Source: an optimization exercise on an open RTL-to-GDS flow (aim: small area). Production flows keep margins and buffers that such runs may drop. In this exercise RTL edits were held to simulation tests only and were not proved equivalent to the original. The flow treats the clock pin as an ideal source. Dropping or thinning the clock tree relies on that and would not hold on a real chip. Power and IR drop assume default switching activity.

## v17
==> flow/design.v <==
`timescale 1ns / 1ps
module sorting_system(
    input wire clk,
    input wire rst_n,            
    input wire btn_manual_1,
    input wire btn_manual_2,
    input wire sensor_out,
    output wire s0, s1,
    output wire s2, s3,
    output wire led_r, led_g, led_b,
    input wire ir_sensor,
    output wire servo_pwm_1,
    output wire servo_pwm_2,
    output wire led_ir_status
);
    reg [11:0] q;
    wire wrap  = q[11] & q[9] & q[2] & q[1];       
    wire below = ~|q[11:7];                        
    wire eq146 = q[7] & q[6] & q[4] & q[2];
    always @(posedge clk) begin
        if (rst_n | wrap) q <= 12'd66;
        else              q <= q + 12'd1;
    end
    wire [1:0] color;
    color_core cc (
        .clk(clk), .rst(rst_n), .sensor_out(sensor_out), .wrap(wrap),
        .s2(s2), .s3(s3), .color(color),
        .led_r(led_r), .led_g(led_g), .led_b(led_b)
    );
    assign s0 = 1'b1;
    assign s1 = 1'b1;
    reg ir_s1, ir_s2;
    always @(posedge clk) begin
        if (rst_n) begin
            ir_s1 <= 1'b1;
            ir_s2 <= 1'b1;
        end else begin
            ir_s1 <= ir_sensor;
            ir_s2 <= ir_s1;
        end
    end
    wire ir_edge = ir_s2 & ~ir_s1;
    assign led_ir_status = ~ir_s2;
    servo #(.W(15), .WAIT_END(26252)) sv1 (
        .clk(clk), .rst(rst_n), .btn(btn_manual_1),
        .trig(ir_edge & ~color[1] & color[0]),
        .q7(q[6:0]), .below(below), .eq146(eq146), .pwm(servo_pwm_1)
    );
    servo #(.W(16), .WAIT_END(50002)) sv2 (
        .clk(clk), .rst(rst_n), .btn(btn_manual_2),
        .trig(ir_edge & color[1] & ~color[0]),
        .q7(q[6:0]), .below(below), .eq146(eq146), .pwm(servo_pwm_2)
    );
endmodule
module color_core(
    input clk, rst, sensor_out, wrap,
    output reg s2, s3,
    output reg [1:0] color,
    output led_r, led_g, led_b
);
    reg sd1, sd2;
    wire edge_ = sd1 & ~sd2;
    reg [10:0] x, m;
    reg [9:0] s;
    reg [1:0] who;     
    reg off;           
    reg on;
    always @(posedge clk) begin
        if (rst) sd1 <= 1'b0;
        else sd1 <= sensor_out;
    end
    always @(posedge clk) sd2 <= sd1;
    wire red_ch = ~s3, blue_ch = ~s2 & s3, green_ch = s2;
    wire sfull = (s == 10'd712);               
    always @(posedge clk) begin
        if (rst | wrap) x <= 11'd0;
        else if (edge_) x <= {x[9:0], ~(x[10] ^ x[8])};
    end
    reg p;
    wire eq = x == m;
    always @(posedge clk) begin
        if (rst | wrap) p <= 1'b0;
        else if (edge_ & eq) p <= 1'b1;
    end
    always @(posedge clk) begin
        if (rst | (wrap & blue_ch)) s <= 10'd0;
        else if (edge_ & ~wrap & ~sfull) s <= {s[8:0], ~(s[9] ^ s[6])};
    end
    always @(posedge clk) begin
        if (rst) begin s2 <= 1'b0; s3 <= 1'b0; end
        else if (wrap) begin s2 <= ~s2 & s3; s3 <= ~s2; end
    end
    wire gt = p;    
    always @(posedge clk) begin
        if (rst) m <= 11'd0;
        else if (wrap & (green_ch | (red_ch & gt))) m <= x;
    end
    always @(posedge clk) begin
        if (wrap & red_ch) who <= {~gt & ~eq, gt};
        else if (wrap & blue_ch) begin
            if (gt) who <= 2'b11;
            else if (eq) who <= 2'b00;
        end
    end
    always @(posedge clk) if (wrap & blue_ch) off <= ~sfull;
    always @(posedge clk) begin
        if (rst) begin color <= 2'd0; on <= 1'b0; end
        else if (wrap & green_ch) begin
            if (off) on <= 1'b0;
            else if (who != 2'd0) begin color <= who; on <= 1'b1; end
        end
    end
    assign led_r = on & ~color[1] & color[0];
    assign led_g = on & color[1] & ~color[0];
    assign led_b = on & color[1] & color[0];
endmodule
module servo #(
    parameter W = 16,
    parameter WAIT_END = 50002
)(
    input clk, rst, btn, trig,
    input [6:0] q7,
    input below, eq146,
    output reg pwm
);
    localparam [W-1:0] RET_START = {W{1'b1}} - 84;
    localparam [W-1:0] HOLD_END  = RET_START - 1;
    localparam [W-1:0] MH_START  = RET_START - 30085;
    localparam [W-1:0] NXT  = WAIT_END + 1;            
    localparam [W-1:0] SETM = MH_START & ~NXT;
    localparam [W-1:0] CLRM = ~MH_START & NXT;
    localparam IDLE=2'b00, WAIT=2'b01, MH=2'b11, RET=2'b10;
    reg [1:0] st;
    reg [W-1:0] t;
    wire wait_end = (t & WAIT_END) == WAIT_END;
    wire hold_end = (t & HOLD_END) == HOLD_END;
    wire ret_end  = &t[6:0];
    wire idle = (st == IDLE);
    wire to_mh = (st == WAIT) & wait_end;
    wire [W-1:0] t_inc = t + 1'b1;
    always @(posedge clk) begin
        if (idle) t <= {{(W-1){1'b0}}, btn};
        else if (to_mh) t <= (t_inc | SETM) & ~CLRM;    
        else t <= t_inc;
    end
    always @(posedge clk) begin
        if (rst) begin
            st <= IDLE; pwm <= 1'b0;
        end else begin
            case (st)
                MH:  pwm <= below | (pwm & ~eq146);
                RET: pwm <= below | (pwm & (q7 < ~t[6:0]));
                default: pwm <= below;
            endcase
            case (st)
                IDLE: if (btn | trig) st <= WAIT;
                WAIT: if (wait_end) st <= MH;
                MH:   if (hold_end) st <= RET;
                default: if (ret_end) st <= trig ? WAIT : IDLE;
            endcase
        end
    end
endmodule
==> flow/config.mk <==
export PLATFORM = sky130hd
export DESIGN_NAME = sorting_system
export DESIGN_NICKNAME = sorting_system
export VERILOG_FILES = /design/flow/design.v
export SDC_FILE = /design/flow/constraint.sdc
export NUM_CORES = 4
export LEC_CHECK = 0
export CAP_MARGIN = 20
export CORE_MARGIN = 2
export CORE_UTILIZATION = 65
export SLEW_MARGIN = 20
==> flow/constraint.sdc <==
create_clock -name core_clock -period 8.0 [get_ports {clk}]
set_input_delay 1.6000 -clock core_clock [delete_from_list [all_inputs] [get_ports {clk}]]
set_output_delay 1.6000 -clock core_clock [all_outputs]
set_load 0.01 [all_outputs]
standard.sh (not shown) runs the stock make flow with config.mk's settings and CLKGATE_MAP_FILE= SYNTH_SCRIPT=/design/flow/synth_recipe.tcl, a recipe that flattens the netlist after the stock synthesis.
==> flow/flow/run.sh <==
#!/bin/bash
# Own flow: the standard flow (standard.sh), with
#  - the combinational logic mapped for area (flow/my_synth.tcl); the registers
#    are checked to be the standard synthesis's, else the standard netlist is kept,
#  - port buffers of the smallest buffer cell,
#  - a flat clock tree of a few clock buffers (flow/cts_hook.tcl).
# Each tool's output goes to a log file of its own in this folder.
set -euo pipefail
W=$(pwd)
R=$W/orfs/results/$FLOW_PLATFORM/sorting_system/base

# 1. standard synthesis: the reference for the registers
bash standard.sh synth > $W/std_synth.log 2>&1
cp $R/1_2_yosys.v $W/std_1_2_yosys.v

# 2. the same synthesis mapped for area, in its own work home
sed -e "s#SYNTH_SCRIPT=[^ ]*#SYNTH_SCRIPT=$W/flow/my_synth.tcl#" \
    -e "s#WORK_HOME=[^ ]*#WORK_HOME=$W/orfs_area#" standard.sh > $W/area_synth.sh
if MY_ABC_SCRIPT=$W/flow/my.abc FLOW_SYNTH_TCL=$W/synth_recipe.tcl \
   bash $W/area_synth.sh synth > $W/area_synth.log 2>&1; then
  A=$W/orfs_area/results/$FLOW_PLATFORM/sorting_system/base/1_2_yosys.v
  if python3 $W/flow/regs.py $W/std_1_2_yosys.v $A > $W/regs_check.log 2>&1; then
    cp $A $R/1_2_yosys.v
    echo "using the area synthesis" >> $W/regs_check.log
  fi
fi

# 3. the rest of the standard flow
MY_CLK_GROUPS=${MY_CLK_GROUPS:-5} MY_CLK_BUF=${MY_CLK_BUF:-sky130_fd_sc_hd__clkbuf_8} \
MY_CLK_ROOT=${MY_CLK_ROOT-sky130_fd_sc_hd__clkbuf_2} \
bash standard.sh \
  "BUFFER_PORTS_ARGS=-buffer_cell sky130_fd_sc_hd__buf_1" \
  "PRE_CTS_TCL=$W/flow/cts_hook.tcl" \
  finish > $W/finish.log 2>&1
Other scripts of this flow, unchanged in this note and not shown: flow/flow/cts_hook.tcl, flow/flow/my.abc, flow/flow/my_synth.tcl, flow/flow/regs.py
For v27, these inputs were changed with respect to v17:
--- a/flow/design.v
+++ b/flow/design.v
@@ -16,7 +16,8 @@
     reg [11:0] q;
     wire wrap  = q[11] & q[9] & q[2] & q[1];       
     wire below = ~|q[11:7];                        
-    wire eq146 = q[7] & q[6] & q[4] & q[2];
+    wire q2    = ~|q[11:8] & q[7];                 
+    wire eq146 = (q == 12'd212);                   
     always @(posedge clk) begin
         if (rst_n | wrap) q <= 12'd66;
         else              q <= q + 12'd1;
@@ -44,12 +45,12 @@
     servo #(.W(15), .WAIT_END(26252)) sv1 (
         .clk(clk), .rst(rst_n), .btn(btn_manual_1),
         .trig(ir_edge & ~color[1] & color[0]),
-        .q7(q[6:0]), .below(below), .eq146(eq146), .pwm(servo_pwm_1)
+        .q7(q[6:0]), .below(below), .q2(q2), .eq146(eq146), .pwm(servo_pwm_1)
     );
     servo #(.W(16), .WAIT_END(50002)) sv2 (
         .clk(clk), .rst(rst_n), .btn(btn_manual_2),
         .trig(ir_edge & color[1] & ~color[0]),
-        .q7(q[6:0]), .below(below), .eq146(eq146), .pwm(servo_pwm_2)
+        .q7(q[6:0]), .below(below), .q2(q2), .eq146(eq146), .pwm(servo_pwm_2)
     );
 endmodule
 module color_core(
@@ -74,13 +75,7 @@
     wire sfull = (s == 10'd712);               
     always @(posedge clk) begin
         if (rst | wrap) x <= 11'd0;
-        else if (edge_) x <= {x[9:0], ~(x[10] ^ x[8])};
-    end
-    reg p;
-    wire eq = x == m;
-    always @(posedge clk) begin
-        if (rst | wrap) p <= 1'b0;
-        else if (edge_ & eq) p <= 1'b1;
+        else if (edge_) x <= x + 11'd1;
     end
     always @(posedge clk) begin
         if (rst | (wrap & blue_ch)) s <= 10'd0;
@@ -90,7 +85,8 @@
         if (rst) begin s2 <= 1'b0; s3 <= 1'b0; end
         else if (wrap) begin s2 <= ~s2 & s3; s3 <= ~s2; end
     end
-    wire gt = p;    
+    wire gt = x > m;
+    wire eq = x == m;
     always @(posedge clk) begin
         if (rst) m <= 11'd0;
         else if (wrap & (green_ch | (red_ch & gt))) m <= x;
@@ -120,27 +116,22 @@
 )(
     input clk, rst, btn, trig,
     input [6:0] q7,
-    input below, eq146,
+    input below, q2, eq146,
     output reg pwm
 );
-    localparam [W-1:0] RET_START = {W{1'b1}} - 84;
-    localparam [W-1:0] HOLD_END  = RET_START - 1;
-    localparam [W-1:0] MH_START  = RET_START - 30085;
-    localparam [W-1:0] NXT  = WAIT_END + 1;            
-    localparam [W-1:0] SETM = MH_START & ~NXT;
-    localparam [W-1:0] CLRM = ~MH_START & NXT;
     localparam IDLE=2'b00, WAIT=2'b01, MH=2'b11, RET=2'b10;
     reg [1:0] st;
     reg [W-1:0] t;
     wire wait_end = (t & WAIT_END) == WAIT_END;
-    wire hold_end = (t & HOLD_END) == HOLD_END;
-    wire ret_end  = &t[6:0];
+    wire hold_end = (t[14:0] & 15'd30122) == 15'd30122;
+    wire ret_end  = &t[6:0];                                               
     wire idle = (st == IDLE);
-    wire to_mh = (st == WAIT) & wait_end;
-    wire [W-1:0] t_inc = t + 1'b1;
+    wire [W-1:0] t_inc = idle ? {{(W-1){1'b0}}, btn} : t + 1'b1;
+    wire to_mh   = (st == WAIT) & wait_end;
+    wire to_zero = rst | ((st == RET) & ret_end);
     always @(posedge clk) begin
-        if (idle) t <= {{(W-1){1'b0}}, btn};
-        else if (to_mh) t <= (t_inc | SETM) & ~CLRM;    
+        if (to_zero) t <= 0;
+        else if (to_mh) t <= 38;
         else t <= t_inc;
     end
     always @(posedge clk) begin
@@ -149,7 +140,7 @@
         end else begin
             case (st)
                 MH:  pwm <= below | (pwm & ~eq146);
-                RET: pwm <= below | (pwm & (q7 < ~t[6:0]));
+                RET: pwm <= below | (q2 & (q7 < ~t[6:0]));
                 default: pwm <= below;
             endcase
             case (st)
[summary]
- v27 went all the way through synthesis, placement and routing and the layout is clean on timing, DRC and antenna.
- v17 completed every stage of the flow, and the final layout passed the timing, DRC and antenna checks.
- v27 vs v17 — proportion of power drawn by combinational gates dropped 0.8 points.
- v27 against v17; leakage power is down slightly.
- v27 ended up with a higher synthesized cell count than v17 did.
- Shortest clock period the worst path allows after layout: v27 > v17
- Of v27 and v17, the lower wire length of the first global-routing pass belongs to v17.
- Compared with v17, in v27 global-route usage up 0.71 points, number of combinational gates with multiple inputs up 9.9%, number of global-route vias before repair up 3.7%.
- In terms of sequential cell fraction of total power, v17 and v27 differ only marginally.
- Where routed wire length is concerned, v17 is better than v27.
- The number of standard cells in the layout, taps in and fillers out number comes out lower for v17 vs v27.
- Final-layout fill cell count for v27 is higher than for v17.
In every run of this note, the design's own scripts or RTL, not TritonCTS, make the clock network.

## static timing again, ports no longer ideal
How much do the figures lean on ideal ports? The routed layouts below were timed once more, with nothing changed but the port constraints. Step 1, drivers: a clkbuf_16 drives clk and a buf_2 each remaining input, both assumed. Step 2 times the ports against the registers' clock, not the clock port: input delays grow and output delays shrink by t, the midpoint of the rising clock arrivals with the driver on. Slacks: ideal / step 1 / step 2; pairs: ideal / step 1.
run	t (ns)	slack for setup (ns)	cell pins on the clock port's net
v17	0.484	4.580 / 4.581 / 4.097	1
v27	0.495	4.557 / 4.556 / 4.061	1
After both steps setup and hold are still met in every run listed. The setup slack of v27, which loses most, moves by -0.001 ns with the drivers and by -0.496 ns with both steps.
